This design comes from an exercise in tuning for small area on the open sky130 flow, not from production work. In this exercise RTL edits were held to simulation tests only and were not proved equivalent to the original. The flow treats the clock pin as an ideal source. Dropping or thinning the clock tree relies on that and would not hold on a real chip. No activity file was given, so power comes from the tool's default toggle rates.

== violet ==
==> flow/design.v <==
module main(
	input wire clk,
	input wire rst,
	output wire led5,
	output wire led6,
    output wire [7:0] disp_7seg_segments,
    output wire [2:0] disp_7seg_dig
);
    localparam [8:0] PS_Z = 9'b010101010;
    localparam [8:0] PS_X = 9'b000101101;
    reg  [8:0] ps;
    wire ps_wrap = (ps == PS_X);
    wire ps_ld = rst | ps_wrap;
    reg  [1:0] q;
    always @(posedge clk) begin
        ps[8:1] <= ps_ld ? PS_Z[8:1] : ~ps[7:0];
        ps[0]   <= rst ? PS_Z[0] : ps_wrap ? ~PS_Z[0] : (ps[3] ^ ps[8]);
        q[0]    <= ~rst & (q[0] ^ ps_wrap);
        q[1]    <= ~rst & (q[1] ^ (q[0] & ps_wrap));
    end
    wire scan_tick = ps_wrap & ~q[0];
    wire num_tick  = ps_wrap & (q == 2'd1);
    reg [1:0] p;
    always @(posedge clk) begin
        if (rst)
            p <= 2'd0;
        else if (scan_tick)
            p <= {p[0], ~(p[0] | p[1])};
    end
    wire s0 = ~(p[0] | p[1]);
    assign disp_7seg_dig = {p[1], p[0], s0};
    reg [3:0] d_u, d_t, d_h;
    function [3:0] tog(input [3:0] d);
        tog = {(d[2] & d[1] & d[0]) | (d[3] & d[0]), d[1] & d[0], d[0] & ~d[3], 1'b1};
    endfunction
    wire u9 = d_u[3] & d_u[0];
    wire t9 = d_t[3] & d_t[0];
    wire en_t = num_tick & u9;
    wire en_h = en_t & t9;
    always @(posedge clk) begin
        d_u <= {4{~rst}} & (d_u ^ ({4{num_tick}} & tog(d_u)));
        d_t <= {4{~rst}} & (d_t ^ ({4{en_t}} & tog(d_t)));
        d_h <= {4{~rst}} & (d_h ^ ({4{en_h}} & tog(d_h)));
    end
    wire [3:0] dv = ({4{s0}} & d_h) | ({4{p[0]}} & d_t) | ({4{p[1]}} & d_u);
    reg  [6:0] pat;
    always @(*) begin
        case (dv)
            4'd0: pat = 7'h3f;
            4'd1: pat = 7'h06;
            4'd2: pat = 7'h5b;
            4'd3: pat = 7'h4f;
            4'd4: pat = 7'h66;
            4'd5: pat = 7'h6d;
            4'd6: pat = 7'h7d;
            4'd7: pat = 7'h07;
            4'd8: pat = 7'h7f;
            4'd9: pat = 7'h6f;
            default: pat = 7'bxxxxxxx;
        endcase
    end
    assign disp_7seg_segments = {1'b1, ~pat};
    localparam [15:0] BL_Z = 16'b1010101010101010;
    localparam [15:0] BL_X = 16'b0110110110111101;
    localparam [15:0] BL_M = 16'b1111001111111111;    
    reg [15:0] bl;
    reg led;
    wire bl_wrap = ((bl & BL_M) == (BL_X & BL_M));
    wire bl_ld = rst | bl_wrap;
    always @(posedge clk) begin
        bl[15:1] <= bl_ld ? BL_Z[15:1] : ~bl[14:0];
        bl[0]    <= rst ? BL_Z[0] : bl_wrap ? (led ? BL_Z[0] : ~BL_Z[0]) : (bl[12] ^ bl[15]);
        led      <= ~rst & (led ^ bl_wrap);
    end
    assign led5 = led;
    assign led6 = led;
endmodule
==> flow/config.mk <==
export PLATFORM = sky130hd
export DESIGN_NAME = main
export DESIGN_NICKNAME = main
export VERILOG_FILES = /design/flow/design.v
export SDC_FILE = /design/flow/constraint.sdc
export NUM_CORES = 4
export LEC_CHECK = 0
export CAP_MARGIN = 20
export CORE_MARGIN = 2
export CORE_UTILIZATION = 70
export PLACE_DENSITY = 0.8
export SLEW_MARGIN = 20
==> flow/constraint.sdc <==
create_clock -name core_clock -period 12.0 [get_ports {clk}]
set_input_delay 2.4000 -clock core_clock [delete_from_list [all_inputs] [get_ports {clk}]]
set_output_delay 2.4000 -clock core_clock [all_outputs]
set_load 0.01 [all_outputs]
standard.sh (not shown) runs the stock make flow with config.mk's settings and CLKGATE_MAP_FILE= SYNTH_SCRIPT=/design/flow/synth_recipe.tcl, a recipe that flattens the netlist after the stock synthesis.
==> flow/flow/run.sh <==
#!/bin/bash
# Own layout flow:
#  1. the standard synthesis, then an area re-mapping of its combinational
#     logic (registers kept as they are: same instances, names and cells),
#     the smallest of several ABC runs (flow/reopt.sh);
#  2. the standard ORFS floorplan and placement, with buf_1 port buffers;
#  4. the standard ORFS routing and finishing.
set -euo pipefail
export HERE=$(pwd)
R=$HERE/orfs/results/sky130hd/main/base
LIB=$FLOW_HOME/platforms/sky130hd/lib/sky130_fd_sc_hd__tt_025C_1v80.lib
P=$FLOW_HOME/platforms/sky130hd

bash standard.sh synth > log_synth.txt 2>&1
cp $R/1_2_yosys.v $HERE/synth_standard.v

bash $HERE/flow/reopt.sh $HERE/synth_standard.v $HERE/synth_reopt.v $HERE/reopt $FLOW_TOP $LIB > log_reopt.txt 2>&1
cp $HERE/reopt/summary.txt $HERE/reopt_summary.txt
cp $HERE/synth_reopt.v $R/1_2_yosys.v
rm -f $R/1_synth.odb

export BUFFER_PORTS_ARGS="-buffer_cell sky130_fd_sc_hd__buf_1"
bash standard.sh place > log_place.txt 2>&1

# clock network candidates (leaf count, root inverter, leaf inverter), smallest first
best=""
for cfg in "1 inv_2 inv_16" "2 inv_2 inv_8" "4 inv_2 inv_4" "3 inv_2 inv_8" "2 inv_2 inv_12" "2 inv_2 inv_16" "3 inv_2 inv_12" "4 inv_2 inv_12"; do
  set -- $cfg
  tag=$1_$2_$3
  export CLK_K=$1 CLK_ROOT=$2 CLK_LEAF=$3 OUT_DB=$HERE/cts_$tag.odb OUT_SDC=$HERE/cts_$tag.sdc
  cat > $HERE/cts_$tag.tcl <<EOT
read_lef $P/lef/sky130_fd_sc_hd.tlef
read_lef $P/lef/sky130_fd_sc_hd_merged.lef
read_liberty $LIB
read_db $R/3_place.odb
read_sdc $R/3_place.sdc
source $HERE/flow/clk_try.tcl
EOT
  openroad -no_init -exit $HERE/cts_$tag.tcl > log_cts_$tag.txt 2>&1 || continue
  s=$(awk '/^MAXSLEW/{print $2}' log_cts_$tag.txt)
  echo "$cfg $s" >> log_cts_choice.txt
  if awk -v s="$s" 'BEGIN{exit !(s != "" && s < 0.108)}'; then best="$tag"; break; fi
done
[ -n "$best" ] || { echo "no clock network candidate met the slew target" >> log_cts_choice.txt; exit 1; }
echo "chosen $best" >> log_cts_choice.txt
cp $HERE/cts_$best.sdc $R/4_cts.sdc
cp $HERE/cts_$best.odb $R/4_1_cts.odb

bash standard.sh finish > log_finish.txt 2>&1
==> flow/flow/clk_try.tcl <==
# Builds the clock network (flow/clk_inv.tcl) on the placed design, legalizes,
# prints the worst flip-flop clock-pin slew and writes the CTS-stage database.
source $::env(FLOW_HOME)/platforms/sky130hd/setRC.tcl
source $::env(HERE)/flow/clk_inv.tcl
clk_inv $::env(CLK_K) sky130_fd_sc_hd__$::env(CLK_ROOT) sky130_fd_sc_hd__$::env(CLK_LEAF)
detailed_placement
check_placement -verbose
set_propagated_clock [all_clocks]
estimate_parasitics -placement
set mx 0
foreach p [all_registers -edge_triggered -clock_pins] {
  foreach t {rise fall} { set s [get_property $p slew_max_$t] ; if {$s > $mx} {set mx $s} }
}
puts "MAXSLEW $mx"
report_clock_skew
report_checks -path_delay min
report_checks -path_delay max
write_db $::env(OUT_DB)
write_sdc $::env(OUT_SDC)
Other scripts of this flow, unchanged in this note and not shown: flow/flow/clk_inv.tcl, flow/flow/reopt.sh
violet: all stages complete, timing, DRC and antenna checks passed
What harbor does differently from violet at the input level:
- CORE_UTILIZATION now 40, was 70
--- a/flow/flow/run.sh
+++ b/flow/flow/run.sh
@@ -24,0 +25,16 @@
+# one buf_2 input port buffer in place of buf_1 plus the buffer placement adds
+PLACE_DB=$R/3_place.odb; PLACE_SDC=$R/3_place.sdc
+cat > $HERE/fix_inbuf_run.tcl <<EOT
+read_lef $P/lef/sky130_fd_sc_hd.tlef
+read_lef $P/lef/sky130_fd_sc_hd_merged.lef
+read_liberty $LIB
+read_db $R/3_place.odb
+read_sdc $R/3_place.sdc
+source $HERE/flow/fix_inbuf.tcl
+EOT
+if OUT_DB=$HERE/place_fix.odb OUT_SDC=$HERE/place_fix.sdc openroad -no_init -exit $HERE/fix_inbuf_run.tcl > log_fix_inbuf.txt 2>&1 \
+   && grep -q '^VIOLATIONS 0$' log_fix_inbuf.txt; then
+  PLACE_DB=$HERE/place_fix.odb; PLACE_SDC=$HERE/place_fix.sdc
+fi
+echo "placement used: $PLACE_DB" > log_cts_choice.txt
+
@@ -35,2 +51,2 @@
-read_db $R/3_place.odb
-read_sdc $R/3_place.sdc
+read_db $PLACE_DB
+read_sdc $PLACE_SDC
==> flow/flow/fix_inbuf.tcl (new file) <==
# The input port buffer of the placed design (buf_1 from buffer_ports) drives the
# reset's high fanout, for which placement adds a second buffer. Replace the two
# by one buf_2 port buffer; report remaining max-slew/max-cap violations.
source $::env(FLOW_HOME)/platforms/sky130hd/setRC.tcl
set block [ord::get_db_block]
foreach inst [$block getInsts] {
  set nm [$inst getName]
  if {![string match "input*" $nm]} continue
  if {![string match "*buf*" [[$inst getMaster] getName]]} continue
  replace_cell $nm sky130_fd_sc_hd__buf_2
  set net [[$inst findITerm X] getNet]
  set extra {}
  foreach it [$net getITerms] {
    set li [$it getInst]
    set lnm [$li getName]
    if {$lnm eq $nm} continue
    if {[string match "input*" $lnm] || [string match "output*" $lnm]} continue
    if {[string match "sky130_fd_sc_hd__buf_*" [[$li getMaster] getName]]} { lappend extra [get_cells $lnm] }
  }
  if {[llength $extra]} { remove_buffers $extra }
}
detailed_placement
check_placement -verbose
estimate_parasitics -placement
set nv [expr {[sta::max_slew_violation_count] + [sta::max_capacitance_violation_count]}]
report_check_types -max_slew -max_capacitance -violators
puts "VIOLATIONS $nv"
write_db $::env(OUT_DB)
write_sdc $::env(OUT_SDC)
### Flow results
- Final weighted congestion in routability-driven placement ends up lower on harbor.
- harbor vs violet — horizontal die dimension rose about 30%.
- On share of post-route cells with drive strength above 1, harbor and violet are neck and neck.
- Changes observed in harbor relative to violet: arrival time of data at the critical path endpoint shows a reduction of 0.14 ns; power level; final critical path time including I/O delays and setup -0.15 ns; final wirelength saw a decrease.
- On harbor: highest clock frequency the design can meet is 3.2% higher than what violet gave.
- Sequential share of layout area (harbor over violet): decrease, 0.60 points
## Diff of input files: sierra against harbor
--- a/flow/flow/run.sh
+++ b/flow/flow/run.sh
@@ -25,16 +24,0 @@
-# one buf_2 input port buffer in place of buf_1 plus the buffer placement adds
-PLACE_DB=$R/3_place.odb; PLACE_SDC=$R/3_place.sdc
-cat > $HERE/fix_inbuf_run.tcl <<EOT
-read_lef $P/lef/sky130_fd_sc_hd.tlef
-read_lef $P/lef/sky130_fd_sc_hd_merged.lef
-read_liberty $LIB
-read_db $R/3_place.odb
-read_sdc $R/3_place.sdc
-source $HERE/flow/fix_inbuf.tcl
-EOT
-if OUT_DB=$HERE/place_fix.odb OUT_SDC=$HERE/place_fix.sdc openroad -no_init -exit $HERE/fix_inbuf_run.tcl > log_fix_inbuf.txt 2>&1 \
-   && grep -q '^VIOLATIONS 0$' log_fix_inbuf.txt; then
-  PLACE_DB=$HERE/place_fix.odb; PLACE_SDC=$HERE/place_fix.sdc
-fi
-echo "placement used: $PLACE_DB" > log_cts_choice.txt
-
@@ -51,2 +35,2 @@
-read_db $PLACE_DB
-read_sdc $PLACE_SDC
+read_db $R/3_place.odb
+read_sdc $R/3_place.sdc
removed: flow/flow/fix_inbuf.tcl
Notes after the runs:
- sierra went all the way through synthesis, placement and routing and the layout is clean on timing, DRC and antenna.
- There was hardly any difference in flop-to-flop setup slack between sierra and harbor.
- sierra ends up with a final cell count without fillers that is about 0.45% higher than in harbor.
- Status: setup slack parity (harbor, sierra)
In every run of this note, the design's own scripts or RTL, not TritonCTS, make the clock network.

========
Another version of the RTL of main (not shown whole).
Size: roughly 160 cells after synthesis.
==> flow/config.mk <==
export PLATFORM = sky130hd
export DESIGN_NAME = main
export DESIGN_NICKNAME = main
export VERILOG_FILES = /design/flow/design.v
export SDC_FILE = /design/flow/constraint.sdc
export NUM_CORES = 4
export LEC_CHECK = 0
export CAP_MARGIN = 20
export CORE_MARGIN = 2
export CORE_UTILIZATION = 40
export PLACE_DENSITY = 0.8
export SLEW_MARGIN = 20
==> flow/constraint.sdc <==
create_clock -name core_clock -period 12.0 [get_ports {clk}]
set_input_delay 2.4000 -clock core_clock [delete_from_list [all_inputs] [get_ports {clk}]]
set_output_delay 2.4000 -clock core_clock [all_outputs]
set_load 0.01 [all_outputs]
==> flow/flow/run.sh <==
#!/bin/bash
# Own layout flow:
#  1. the standard synthesis, then an area re-mapping of its combinational
#     logic (registers kept as they are: same instances, names and cells),
#     the smallest of several ABC runs (flow/reopt.sh), then gates that take
#     the reset through an inverted pin share one inverter (flow/peep.py);
#  2. the standard ORFS floorplan and placement, with buf_1 port buffers;
#  4. the standard ORFS routing and finishing.
set -euo pipefail
export HERE=$(pwd)
R=$HERE/orfs/results/sky130hd/main/base
LIB=$FLOW_HOME/platforms/sky130hd/lib/sky130_fd_sc_hd__tt_025C_1v80.lib
P=$FLOW_HOME/platforms/sky130hd

bash standard.sh synth > log_synth.txt 2>&1
cp $R/1_2_yosys.v $HERE/synth_standard.v

bash $HERE/flow/reopt.sh $HERE/synth_standard.v $HERE/synth_reopt.v $HERE/reopt $FLOW_TOP $LIB > log_reopt.txt 2>&1
cp $HERE/reopt/summary.txt $HERE/reopt_summary.txt

# gates taking the same net through an inverted pin share one inverter instead
# (flow/peep.py); kept only if a SAT check proves the logic between the
# flip-flops unchanged
python3 $HERE/flow/peep.py $HERE/synth_reopt.v $HERE/synth_peep.v > log_peep.txt 2>&1
python3 $HERE/flow/cutff.py $HERE/synth_reopt.v $HERE/eq_gold.v
python3 $HERE/flow/cutff.py $HERE/synth_peep.v $HERE/eq_gate.v
cat > $HERE/eq.ys <<EOT
read_liberty -ignore_miss_func $LIB
read_verilog $HERE/eq_gold.v
rename $FLOW_TOP gold
read_verilog $HERE/eq_gate.v
rename $FLOW_TOP gate
flatten gold gate
miter -equiv -flatten -make_assert gold gate miter
hierarchy -top miter
sat -verify -prove-asserts miter
EOT
if yosys -s $HERE/eq.ys > log_peep_equiv.txt 2>&1; then
  echo "peephole kept" >> log_peep.txt
  cp $HERE/synth_peep.v $R/1_2_yosys.v
else
  echo "peephole dropped" >> log_peep.txt
  cp $HERE/synth_reopt.v $R/1_2_yosys.v
fi
rm -f $R/1_synth.odb

export BUFFER_PORTS_ARGS="-buffer_cell sky130_fd_sc_hd__buf_1"
bash standard.sh place > log_place.txt 2>&1

# one buf_2 input port buffer in place of buf_1 plus the buffer placement adds
PLACE_DB=$R/3_place.odb; PLACE_SDC=$R/3_place.sdc
cat > $HERE/fix_inbuf_run.tcl <<EOT
read_lef $P/lef/sky130_fd_sc_hd.tlef
read_lef $P/lef/sky130_fd_sc_hd_merged.lef
read_liberty $LIB
read_db $R/3_place.odb
read_sdc $R/3_place.sdc
source $HERE/flow/fix_inbuf.tcl
EOT
if OUT_DB=$HERE/place_fix.odb OUT_SDC=$HERE/place_fix.sdc openroad -no_init -exit $HERE/fix_inbuf_run.tcl > log_fix_inbuf.txt 2>&1 \
   && grep -q '^VIOLATIONS 0$' log_fix_inbuf.txt; then
  PLACE_DB=$HERE/place_fix.odb; PLACE_SDC=$HERE/place_fix.sdc
fi
echo "placement used: $PLACE_DB" > log_cts_choice.txt

# clock network candidates (leaf count, root inverter, leaf inverter), smallest first
best=""
for cfg in "1 inv_2 inv_16" "2 inv_2 inv_8" "4 inv_2 inv_4" "3 inv_2 inv_6" "2 inv_2 inv_12" "3 inv_2 inv_8" "2 inv_2 inv_16" "3 inv_2 inv_12" "4 inv_2 inv_12"; do
  set -- $cfg
  tag=$1_$2_$3
  export CLK_K=$1 CLK_ROOT=$2 CLK_LEAF=$3 OUT_DB=$HERE/cts_$tag.odb OUT_SDC=$HERE/cts_$tag.sdc
  cat > $HERE/cts_$tag.tcl <<EOT
read_lef $P/lef/sky130_fd_sc_hd.tlef
read_lef $P/lef/sky130_fd_sc_hd_merged.lef
read_liberty $LIB
read_db $PLACE_DB
read_sdc $PLACE_SDC
source $HERE/flow/clk_try.tcl
EOT
  openroad -no_init -exit $HERE/cts_$tag.tcl > log_cts_$tag.txt 2>&1 || continue
  s=$(awk '/^MAXSLEW/{print $2}' log_cts_$tag.txt)
  echo "$cfg $s" >> log_cts_choice.txt
  if awk -v s="$s" 'BEGIN{exit !(s != "" && s < 0.115)}'; then best="$tag"; break; fi
done
[ -n "$best" ] || { echo "no clock network candidate met the slew target" >> log_cts_choice.txt; exit 1; }
echo "chosen $best" >> log_cts_choice.txt
cp $HERE/cts_$best.sdc $R/4_cts.sdc
cp $HERE/cts_$best.odb $R/4_1_cts.odb

bash standard.sh finish > log_finish.txt 2>&1
==> flow/flow/reopt.sh <==
#!/bin/bash
# reopt.sh IN.v OUT.v WORKDIR TOP LIB : re-map the combinational logic of a mapped
# netlist for area, flip-flops kept as they are (same instances, names, cells).
# Round 1 runs ABC (deepsyn with several seeds, then mapping) on IN, 4 runs at a
# time; round 2 does the same from round 1's smallest result. The smallest
# netlist of all (IN included) is written to OUT. deepsyn stops after a fixed
# number of steps without improvement, so the result does not depend on load.
set -uo pipefail
IN=$1; OUT=$2; W=$3; TOP=$4; LIB=$5
mkdir -p $W
cat > $W/in.ys <<EOT
read_liberty -lib $LIB
read_verilog $IN
hierarchy -top $TOP
tee -o $W/in.stat stat -liberty $LIB
EOT
yosys -s $W/in.ys > $W/in.log 2>&1
cp $IN $W/in.v

run_round () {   # run_round ROUND INPUT SEEDS...
  local r=$1 src=$2; shift 2
  local pids=()
  for s in "$@"; do
    for v in a b; do
      n=r${r}${v}$s
      if [ $v = a ]; then
        script="&get -n;&deepsyn -J 300 -T 300 -S $s;&put;&get -n;&dch -f;&nf -R 1000;&put"
      else
        script="&get -n;&deepsyn -J 300 -T 300 -S $((s+50));&put;dch -f;&get -n;&nf -R 1000;&put;mfs2 -a;&get -n;&nf -R 1000;&put"
      fi
      echo "$script" | tr ';' '\n' > $W/$n.abc
      cat > $W/$n.ys <<EOT
read_liberty -ignore_miss_func $LIB
setattr -mod -set keep_hierarchy 1 sky130_fd_sc_hd__dfxtp_1
read_verilog $src
hierarchy -top $TOP
flatten
delete t:\$scopeinfo
opt_clean -purge
abc -liberty $LIB -dont_use *lpflow* -dont_use *probe* -script $W/$n.abc
opt_clean -purge
hilomap -singleton -hicell sky130_fd_sc_hd__conb_1 HI -locell sky130_fd_sc_hd__conb_1 LO
rename -hide w:*.*
select -module $TOP
tee -o $W/$n.stat stat -liberty $LIB
write_verilog -noattr -selected $W/$n.v
EOT
      ( yosys -s $W/$n.ys > $W/$n.log 2>&1 ) &
      pids+=($!)
      if [ ${#pids[@]} -ge 4 ]; then wait ${pids[@]}; pids=(); fi
    done
  done
  wait
}
ranked () {
  for f in $W/*.stat; do a=$(awk '/Chip area/{print $NF}' $f); [ -n "$a" ] && echo "$a ${f%.stat}"; done | sort -g
}
run_round 1 $IN 1 2 3 4 5 6 7 8 9 10 11 12 13 14 15 16
best=$(ranked | head -1)
run_round 2 ${best#* }.v 21 22 23 24 25 26 27 28
ranked > $W/summary.txt
best=$(head -1 $W/summary.txt)
cp ${best#* }.v $OUT
Scripts as last shown in full above: flow/flow/clk_try.tcl
Other scripts of this flow, unchanged in this note and not shown: flow/flow/clk_inv.tcl, flow/flow/cutff.py, flow/flow/fix_inbuf.tcl, flow/flow/peep.py
The first run finished with timing, DRC and antenna clean.
Then changed:
--- a/flow/flow/reopt.sh
+++ b/flow/flow/reopt.sh
@@ -58 +58 @@
-run_round 1 $IN 1 2 3 4 5 6 7 8 9 10 11 12 13 14 15 16
+run_round 1 $IN 1 2 3 4 5 6 7 8 9 10 11 12
@@ -60 +60 @@
-run_round 2 ${best#* }.v 21 22 23 24 25 26 27 28
+run_round 2 ${best#* }.v 21 22 23 24 25 26
Die area does not change.
Power stays the same.
Global-route usage does not change.
No run of this note takes its clock network from TritonCTS; it comes from the design's own scripts or RTL.

what the ideal ports hide:
The results above use ideal ports. As a check the final layouts listed here were re-extracted and re-timed, cells and wires unchanged. Step 1, drivers: a clkbuf_16 drives clk and a buf_2 each remaining input, both assumed. Step 2, shift: input delay + t, output delay - t, t = (earliest + latest rising clock arrival at the registers) / 2. This alone moves slack from input paths to output paths. Slacks: ideal ports / drivers / drivers and shift; pairs: ideal ports / drivers.
run	t (ns)	slack for setup (ns)	worst hold slack (ns)	latest minus earliest clock arrival (ns)	worst register clock-pin slew, ns
violet	0.217	7.320 / 7.292 / 7.509	0.384 / 0.384 / 0.384	0.006 / 0.006	0.10 / 0.10
harbor	0.220	7.465 / 7.438 / 7.658	0.378 / 0.378 / 0.378	0.007 / 0.007	0.10 / 0.10
sierra	0.219	7.466 / 7.439 / 7.658	0.378 / 0.378 / 0.378	0.006 / 0.006	0.10 / 0.10
the first run of note 2	0.216	7.240 / 7.214 / 7.430	0.373 / 0.373 / 0.373	0.002 / 0.002	0.10 / 0.10
the second run of note 2	0.216	7.240 / 7.214 / 7.430	0.373 / 0.373 / 0.373	0.002 / 0.002	0.10 / 0.10
After both steps setup and hold are still met in every run listed.
